Source: an optimization exercise on an open RTL-to-GDS flow (aim: small area and few clock cycles). Production flows keep margins and buffers that such runs may drop. At most, simulation tests tie the RTL to the original design; equivalence was not proved. Power is estimated from default activity; no workload was simulated.

==> inputs of umber <==
==> flow/design.v <==
module Fetch (
    input  logic        clk,
    input  logic        reset,
    input  logic        redirect_valid,
    input  logic [31:0] redirect_pc,
    input  logic        advance,       
    output logic [31:0] pc_o
);
    logic [31:2] pc;
    logic [31:2] pc_d;
    logic s1, s0;
    assign s1 = redirect_valid & !reset;
    assign s0 = !redirect_valid & !reset;
    localparam NB = 3;
    logic [NB:0] bc;        
    logic [32:2] c;         
    assign bc[0] = advance;
    genvar b, i;
    generate
        for (b = 0; b < NB; b = b + 1) begin : g_blk
            localparam int S = 2 + 10*b;
            localparam int E = (S + 9 > 31) ? 31 : S + 9;
            assign c[S] = bc[b];
            for (i = S; i <= E; i = i + 1) begin : g_bit
                logic co;
                pc_bit u_bit (
                    .p (pc[i]),
                    .c (c[i]),
                    .r (redirect_pc[i]),
                    .s1(s1),
                    .s0(s0),
                    .d (pc_d[i]),
                    .co(co)
                );
                if (i < E) begin : g_c
                    assign c[i+1] = co;
                end
            end
            assign bc[b+1] = bc[b] & (&pc[E:S]);
        end
    endgenerate
    always_ff @(posedge clk) pc <= pc_d;
    assign pc_o = {pc, 2'b00};
endmodule
module pc_bit (
    input  logic p,
    input  logic c,
    input  logic r,
    input  logic s1,
    input  logic s0,
    output logic d,
    output logic co
);
    assign co = p & c;
    assign d  = (s1 & r) | (s0 & (p ^ c));
endmodule
module decode (
    input  logic [31:0] inst,
    output logic [4:0]  rs1,
    output logic [4:0]  rs2,
    output logic [4:0]  rd,
    output logic [31:0] imm,
    output logic        ALUSrc,
    output logic [2:0]  ALUOp,
    output logic        branch,
    output logic        jump,
    output logic        MemRead,
    output logic        MemWrite,
    output logic        RegWrite,
    output logic        MemToReg
);
    logic [6:0] op;
    logic [2:0] f3;
    assign op = inst[6:0];
    assign f3 = inst[14:12];
    logic lui, opi, opr, load, store, br, jalr;
    assign lui   = (op == 7'b0110111);
    assign opi   = (op == 7'b0010011);
    assign opr   = (op == 7'b0110011);
    assign load  = (op == 7'b0000011);
    assign store = (op == 7'b0100011);
    assign br    = (op == 7'b1100011);
    assign jalr  = (op == 7'b1100111);
    logic itype, sb, sext, rs1_en, rs2_en, mid_en;
    assign itype  = opi | load | jalr;                    
    assign sb     = store | br;                           
    assign sext   = inst[31] & ((opi & (f3 != 3'b110)) | load | jalr | sb);
    assign rs1_en = itype | opr | sb;
    assign rs2_en = opr | sb;
    assign mid_en = itype | sb;
    assign RegWrite = lui | opi | opr | load | jalr;
    assign ALUSrc   = itype | store;
    assign MemRead  = load;
    assign MemToReg = load;
    assign MemWrite = store;
    assign jump     = jalr;
    assign branch   = br & (f3 == 3'b001);
    assign ALUOp[2] = !(opi | opr | load | store | br);
    assign ALUOp[1] = !(lui | opr | load | store | jalr);
    assign ALUOp[0] = !(lui | opi | load | store);
    dec_mask #(5) u_rd  (.a(inst[11:7]),  .en(RegWrite), .o(rd));
    dec_mask #(5) u_rs1 (.a(inst[19:15]), .en(rs1_en),   .o(rs1));
    dec_mask #(5) u_rs2 (.a(inst[24:20]), .en(rs2_en),   .o(rs2));
    dec_mask_or #(20) u_imm_hi (.a(inst[31:12]), .en(lui), .s(sext), .o(imm[31:12]));
    dec_sel2 #(1) u_imm_11 (.a(inst[31]), .ea(itype | store), .b(inst[7]), .eb(br),
                            .o(imm[11]));
    dec_mask #(6) u_imm_mid (.a(inst[30:25]), .en(mid_en), .o(imm[10:5]));
    dec_sel2 #(4) u_imm_lo (.a(inst[24:21]), .ea(itype), .b(inst[11:8]), .eb(sb),
                            .o(imm[4:1]));
    dec_sel2 #(1) u_imm_0 (.a(inst[20]), .ea(itype), .b(inst[7]), .eb(store),
                           .o(imm[0]));
endmodule
module dec_mask #(
    parameter W = 1
) (
    input  logic [W-1:0] a,
    input  logic         en,
    output logic [W-1:0] o
);
    assign o = a & {W{en}};
endmodule
module dec_mask_or #(
    parameter W = 1
) (
    input  logic [W-1:0] a,
    input  logic         en,
    input  logic         s,
    output logic [W-1:0] o
);
    assign o = (a & {W{en}}) | {W{s}};
endmodule
module dec_sel2 #(
    parameter W = 1
) (
    input  logic [W-1:0] a,
    input  logic         ea,
    input  logic [W-1:0] b,
    input  logic         eb,
    output logic [W-1:0] o
);
    assign o = (a & {W{ea}}) | (b & {W{eb}});
endmodule
module frontend (
    input  logic        clk,
    input  logic        reset,
    input  logic        redirect_valid,
    input  logic [31:0] redirect_pc,
    output logic [8:0]  icache_addr,
    input  logic [31:0] icache_rdata,
    output logic        valid_out,
    input  logic        ready_out,
    output logic [31:0] pc_out,
    output logic [4:0]  rs1,
    output logic [4:0]  rs2,
    output logic [4:0]  rd,
    output logic [31:0] imm,
    output logic        ALUSrc,
    output logic [2:0]  ALUOp,
    output logic        branch,
    output logic        jump,
    output logic        MemRead,
    output logic        MemWrite,
    output logic        RegWrite,
    output logic        MemToReg
);
    Fetch u_fetch (
        .clk           (clk),
        .reset         (reset),
        .redirect_valid(redirect_valid),
        .redirect_pc   (redirect_pc),
        .advance       (ready_out),
        .pc_o          (pc_out)
    );
    assign icache_addr = pc_out[10:2];
    assign valid_out   = !reset;
    decode u_decode (
        .inst    (icache_rdata),
        .rs1     (rs1),
        .rs2     (rs2),
        .rd      (rd),
        .imm     (imm),
        .ALUSrc  (ALUSrc),
        .ALUOp   (ALUOp),
        .branch  (branch),
        .jump    (jump),
        .MemRead (MemRead),
        .MemWrite(MemWrite),
        .RegWrite(RegWrite),
        .MemToReg(MemToReg)
    );
endmodule
==> flow/flow/run.sh <==
#!/bin/bash
# Standard ORFS layout with two changes:
#  - the port buffers are the smallest buffer (buf_1) instead of the cell
#    buffer_ports picks on its own;
#  - the clock tree is built from clkbuf_8 in a single cluster, without
#    dummy loads (the design has only a few dozen flip-flops).
set -euo pipefail
export BUFFER_PORTS_ARGS="-buffer_cell sky130_fd_sc_hd__buf_1"
export CTS_ARGS="-sink_clustering_enable -repair_clock_nets -dont_use_dummy_load -buf_list sky130_fd_sc_hd__clkbuf_4 -root_buf sky130_fd_sc_hd__clkbuf_4"
bash standard.sh > standard.log 2>&1
==> flow/standard.sh <==
#!/bin/bash
# synth_recipe.tcl (not shown) runs the flow's synth.tcl, then flattens the netlist and writes it again
# the make line also repeats each setting of config.mk as NAME=value (left out here)
make -C /OpenROAD-flow-scripts/flow DESIGN_CONFIG=/design/flow/config.mk WORK_HOME=/design/flow/orfs CLKGATE_MAP_FILE= SYNTH_SCRIPT=/design/flow/synth_recipe.tcl "${@:-finish}"
==> flow/config.mk <==
export PLATFORM = sky130hd
export DESIGN_NAME = frontend
export DESIGN_NICKNAME = frontend
export VERILOG_FILES = /design/flow/design.v
export SDC_FILE = /design/flow/constraint.sdc
export NUM_CORES = 4
export LEC_CHECK = 0
export CAP_MARGIN = 20
export CORE_MARGIN = 2
export CORE_UTILIZATION = 40
export SLEW_MARGIN = 20
export SYNTH_HIERARCHICAL = 1
==> flow/constraint.sdc <==
create_clock -name core_clock -period 4.0 [get_ports {clk}]
set_input_delay 0.8000 -clock core_clock [delete_from_list [all_inputs] [get_ports {clk}]]
set_output_delay 0.8000 -clock core_clock [all_outputs]
set_load 0.01 [all_outputs]
==> fjord (differences from umber) <==
==> flow/design.v, changed modules only <==
module Fetch (
    input  logic        clk,
    input  logic        reset,
    input  logic        redirect_valid,
    input  logic [31:0] redirect_pc,
    input  logic        advance,       
    output logic [31:0] pc_o
);
    logic [31:2] pc;
    logic [31:2] pc_d;
    logic s1, s0;
    assign s1 = redirect_valid & !reset;
    assign s0 = !redirect_valid & !reset;
    localparam NB = 8;
    logic [NB:0] bc;        
    logic [32:2] c;         
    assign bc[0] = advance;
    genvar b, i;
    generate
        for (b = 0; b < NB; b = b + 1) begin : g_blk
            localparam int S = 2 + 4*b;
            localparam int E = (S + 3 > 31) ? 31 : S + 3;
            assign c[S] = bc[b];
            for (i = S; i <= E; i = i + 1) begin : g_bit
                logic co;
                pc_bit u_bit (
                    .p (pc[i]),
                    .c (c[i]),
                    .r (redirect_pc[i]),
                    .s1(s1),
                    .s0(s0),
                    .d (pc_d[i]),
                    .co(co)
                );
                if (i < E) begin : g_c
                    assign c[i+1] = co;
                end
            end
            assign bc[b+1] = bc[b] & (&pc[E:S]);
        end
    endgenerate
    always_ff @(posedge clk) pc <= pc_d;
    assign pc_o = {pc, 2'b00};
endmodule
module decode (
    input  logic [31:0] inst,
    output logic [4:0]  rs1,
    output logic [4:0]  rs2,
    output logic [4:0]  rd,
    output logic [31:0] imm,
    output logic        ALUSrc,
    output logic [2:0]  ALUOp,
    output logic        branch,
    output logic        jump,
    output logic        MemRead,
    output logic        MemWrite,
    output logic        RegWrite,
    output logic        MemToReg
);
    logic [6:0] op;
    logic [2:0] f3;
    assign op = inst[6:0];
    assign f3 = inst[14:12];
    logic lui, opi, opr, load, store, br, jalr;
    assign lui   = (op == 7'b0110111);
    assign opi   = (op == 7'b0010011);
    assign opr   = (op == 7'b0110011);
    assign load  = (op == 7'b0000011);
    assign store = (op == 7'b0100011);
    assign br    = (op == 7'b1100011);
    assign jalr  = (op == 7'b1100111);
    logic itype, sb, sext;
    assign itype = opi | load | jalr;                     
    assign sb    = store | br;                            
    assign sext  = inst[31] & ((opi & (f3 != 3'b110)) | load | jalr | sb);
    assign RegWrite = lui | opi | opr | load | jalr;
    assign ALUSrc   = itype | store;
    assign MemRead  = load;
    assign MemToReg = load;
    assign MemWrite = store;
    assign jump     = jalr;
    assign branch   = br & (f3 == 3'b001);
    assign ALUOp[2] = !(opi | opr | load | store | br);
    assign ALUOp[1] = !(lui | opr | load | store | jalr);
    assign ALUOp[0] = !(lui | opi | load | store);
    assign rd  = inst[11:7]  & {5{RegWrite}};
    assign rs1 = inst[19:15] & {5{itype | opr | sb}};
    assign rs2 = inst[24:20] & {5{opr | sb}};
    assign imm[31:12] = (inst[31:12] & {20{lui}}) | {20{sext}};
    assign imm[11]    = (inst[31] & (itype | store)) | (inst[7] & br);
    assign imm[10:5]  = inst[30:25] & {6{itype | sb}};
    assign imm[4:1]   = (inst[24:21] & {4{itype}}) | (inst[11:8] & {4{sb}});
    assign imm[0]     = (inst[20] & itype) | (inst[7] & store);
endmodule
// module dec_mask removed
// module dec_mask_or removed
// module dec_sel2 removed
==> flow/flow/run.sh (replaced) <==
#!/bin/bash
# Standard ORFS layout, except that the port buffers are the smallest
# buffer (buf_1) instead of the cell buffer_ports picks on its own.
set -euo pipefail
export BUFFER_PORTS_ARGS="-buffer_cell sky130_fd_sc_hd__buf_1"
bash standard.sh > standard.log 2>&1
==> willow (differences from umber) <==
==> flow/design.v, changed modules only <==
module decode (
    input  logic [31:0] inst,
    output logic [4:0]  rs1,
    output logic [4:0]  rs2,
    output logic [4:0]  rd,
    output logic [31:0] imm,
    output logic        ALUSrc,
    output logic [2:0]  ALUOp,
    output logic        branch,
    output logic        jump,
    output logic        MemRead,
    output logic        MemWrite,
    output logic        RegWrite,
    output logic        MemToReg
);
    logic lui, itype, store, br, sb, sext, rs1_en, rs2_en, mid_en;
    dec_ctrl u_ctrl (
        .op      (inst[6:0]),
        .f3      (inst[14:12]),
        .i31     (inst[31]),
        .lui     (lui),
        .itype   (itype),
        .store   (store),
        .br      (br),
        .sb      (sb),
        .sext    (sext),
        .rs1_en  (rs1_en),
        .rs2_en  (rs2_en),
        .mid_en  (mid_en),
        .ALUSrc  (ALUSrc),
        .ALUOp   (ALUOp),
        .branch  (branch),
        .jump    (jump),
        .MemRead (MemRead),
        .MemWrite(MemWrite),
        .RegWrite(RegWrite),
        .MemToReg(MemToReg)
    );
    dec_mask #(5) u_rd  (.a(inst[11:7]),  .en(RegWrite), .o(rd));
    dec_mask #(5) u_rs1 (.a(inst[19:15]), .en(rs1_en),   .o(rs1));
    dec_mask #(5) u_rs2 (.a(inst[24:20]), .en(rs2_en),   .o(rs2));
    dec_mask_or #(20) u_imm_hi (.a(inst[31:12]), .en(lui), .s(sext), .o(imm[31:12]));
    dec_sel2 #(1) u_imm_11 (.a(inst[31]), .ea(ALUSrc), .b(inst[7]), .eb(br),
                            .o(imm[11]));
    dec_mask #(6) u_imm_mid (.a(inst[30:25]), .en(mid_en), .o(imm[10:5]));
    dec_sel2 #(4) u_imm_lo (.a(inst[24:21]), .ea(itype), .b(inst[11:8]), .eb(sb),
                            .o(imm[4:1]));
    dec_sel2 #(1) u_imm_0 (.a(inst[20]), .ea(itype), .b(inst[7]), .eb(store),
                           .o(imm[0]));
endmodule
module dec_ctrl (
    input  logic [6:0] op,
    input  logic [2:0] f3,
    input  logic       i31,
    output logic       lui,
    output logic       itype,      
    output logic       store,
    output logic       br,
    output logic       sb,         
    output logic       sext,       
    output logic       rs1_en,
    output logic       rs2_en,
    output logic       mid_en,     
    output logic       ALUSrc,
    output logic [2:0] ALUOp,
    output logic       branch,
    output logic       jump,
    output logic       MemRead,
    output logic       MemWrite,
    output logic       RegWrite,
    output logic       MemToReg
);
    logic v, o6, o5, o4, o2;
    assign v  = op[1] & op[0] & !op[3];
    assign o6 = op[6];
    assign o5 = op[5];
    assign o4 = op[4];
    assign o2 = op[2];
    logic opi, opr, load, jalr, n62, b11;
    assign n62   = v & !o6 & !o2;                  
    assign b11   = v & o6 & o5 & !o4;              
    assign lui   = v & !o6 & o5 & o4 & o2;
    assign opi   = n62 & !o5 & o4;
    assign opr   = n62 & o5 & o4;
    assign load  = n62 & !o5 & !o4;
    assign store = n62 & o5 & !o4;
    assign br    = b11 & !o2;
    assign jalr  = b11 & o2;
    assign itype  = (n62 & !o5) | jalr;
    assign sb     = v & o5 & !o4 & !o2;
    assign sext   = i31 & ((opi & (f3 != 3'b110)) | load | b11 | store);
    assign rs1_en = n62 | b11;
    assign rs2_en = (n62 & o5) | br;
    assign mid_en = (n62 & !opr) | b11;
    assign RegWrite = (n62 & !store) | lui | jalr;
    assign ALUSrc   = (n62 & !opr) | jalr;
    assign MemRead  = load;
    assign MemToReg = load;
    assign MemWrite = store;
    assign jump     = jalr;
    assign branch   = br & (f3 == 3'b001);
    assign ALUOp[2] = !(n62 | br);
    assign ALUOp[1] = !(lui | opr | load | store | jalr);
    assign ALUOp[0] = !(lui | opi | load | store);
endmodule
--- a/flow/flow/run.sh
+++ b/flow/flow/run.sh
@@ -3,6 +3,6 @@
 #  - the port buffers are the smallest buffer (buf_1) instead of the cell
 #    buffer_ports picks on its own;
-#  - the clock tree is built from clkbuf_8 in a single cluster, without
-#    dummy loads (the design has only a few dozen flip-flops).
+#  - the clock tree is built from clkbuf_4, without
+#    dummy loads (the design has only 30 flip-flops).
 set -euo pipefail
 export BUFFER_PORTS_ARGS="-buffer_cell sky130_fd_sc_hd__buf_1"
==> summary.txt <==
| quantity | umber | willow | fjord |
|---|---|---|---|
| Power in combinational cells | 135 µW | 134 µW | 157 µW |
| Height of the chip | 75.6 µm | 75.7 µm | 79.1 µm |
| Crit path top cell by count | sky130_fd_sc_hd__buf_1 | sky130_fd_sc_hd__ha_1 | sky130_fd_sc_hd__buf_1 |
| Tap cell count | 70 | 70 | 72 |
| Critical path arrival | 2.52 ns | 3.45 ns | 2.56 ns |
| Pre-CTS worst setup slack | 0.433 ns | 0.406 ns | 0.675 ns |
| WL/cell | 12.9 µm | 12.9 µm | 13.9 µm |
| Length of the first detailed-routing pass in iterations | 4 | 6 | 4 |
| Share of the synthesized area in compound gates (AO/OA/AOI/OAI) | 25.1% | 25.5% | 24.4% |
| CP Data Required Time | 3.20 ns | 4.22 ns | 3.20 ns |
| Number of clock buffers in the layout | 5 | 5 | 6 |
| Comb power frac | 21.9% | 21.8% | 19.7% |
| Final non-filler cell area | 2700 µm² | 2690 µm² | 2940 µm² |
| Number of nets in the final layout | 465 | 467 | 501 |
| Area overhead of the layout relative to synthesis | 31.5% | 30.8% | 30.2% |
| Routed via count divided by cell count | 5.01 | 4.97 | 5.21 |
| Clock transition at the register clock pins on the worst setup and hold paths after CTS | 0.07 ns | 0.09 ns | 0.07 ns |
| Global-route wire length before repair | 8.32 mm | 8.03 mm | 10.3 mm |
| Kind of end point of the critical path | output port | register | output port |
| Filler Cell Count | 511 | 515 | 530 |
| Fraction of power consumed by the clock network | 24.4% | 24.5% | 38.6% |
| Gate count of the mapped netlist | 209 | 213 | 254 |
| Outcome | complete, no violations | complete, no violations | complete, no violations |
| Core Footprint | 5040 µm² | 5040 µm² | 5470 µm² |
Testbench counts of willow, summed over its fixed seeds: cycles 30,511.
Only the layout flow was run in umber and fjord; the RTL was not checked for function there.

## what the ideal ports hide
How much do the figures lean on ideal ports? The routed layouts below were timed once more, with nothing changed but the port constraints.
Step 1: set_driving_cell puts a clkbuf_16 on clk and a buf_2 on each other input, an assumption about the parent block.
Step 2 times the ports against the registers' clock, not the clock port: input delays grow and output delays shrink by t, the midpoint of the rising clock arrivals with the driver on.
Three values: no drivers, after step 1, after step 2; two values: the first two.
| run | shift t [ns] | setup slack, ns | worst register clock-pin slew, ns | worst data-port slew with drivers (ns) |
|---|---|---|---|---|
| umber | 0.333 | 0.679 / 0.659 / 0.456 | 0.10 / 0.10 | 0.04 |
| fjord | 0.305 | 0.642 / 0.618 / 0.618 | 0.07 / 0.07 | 0.05 |
| willow | 0.337 | 0.772 / 0.773 / 0.436 | 0.09 / 0.09 | 0.04 |
After both steps every run listed still meets setup and hold. The setup slack of willow, which loses most, moves by +0.001 ns with the drivers and by -0.336 ns with both steps.
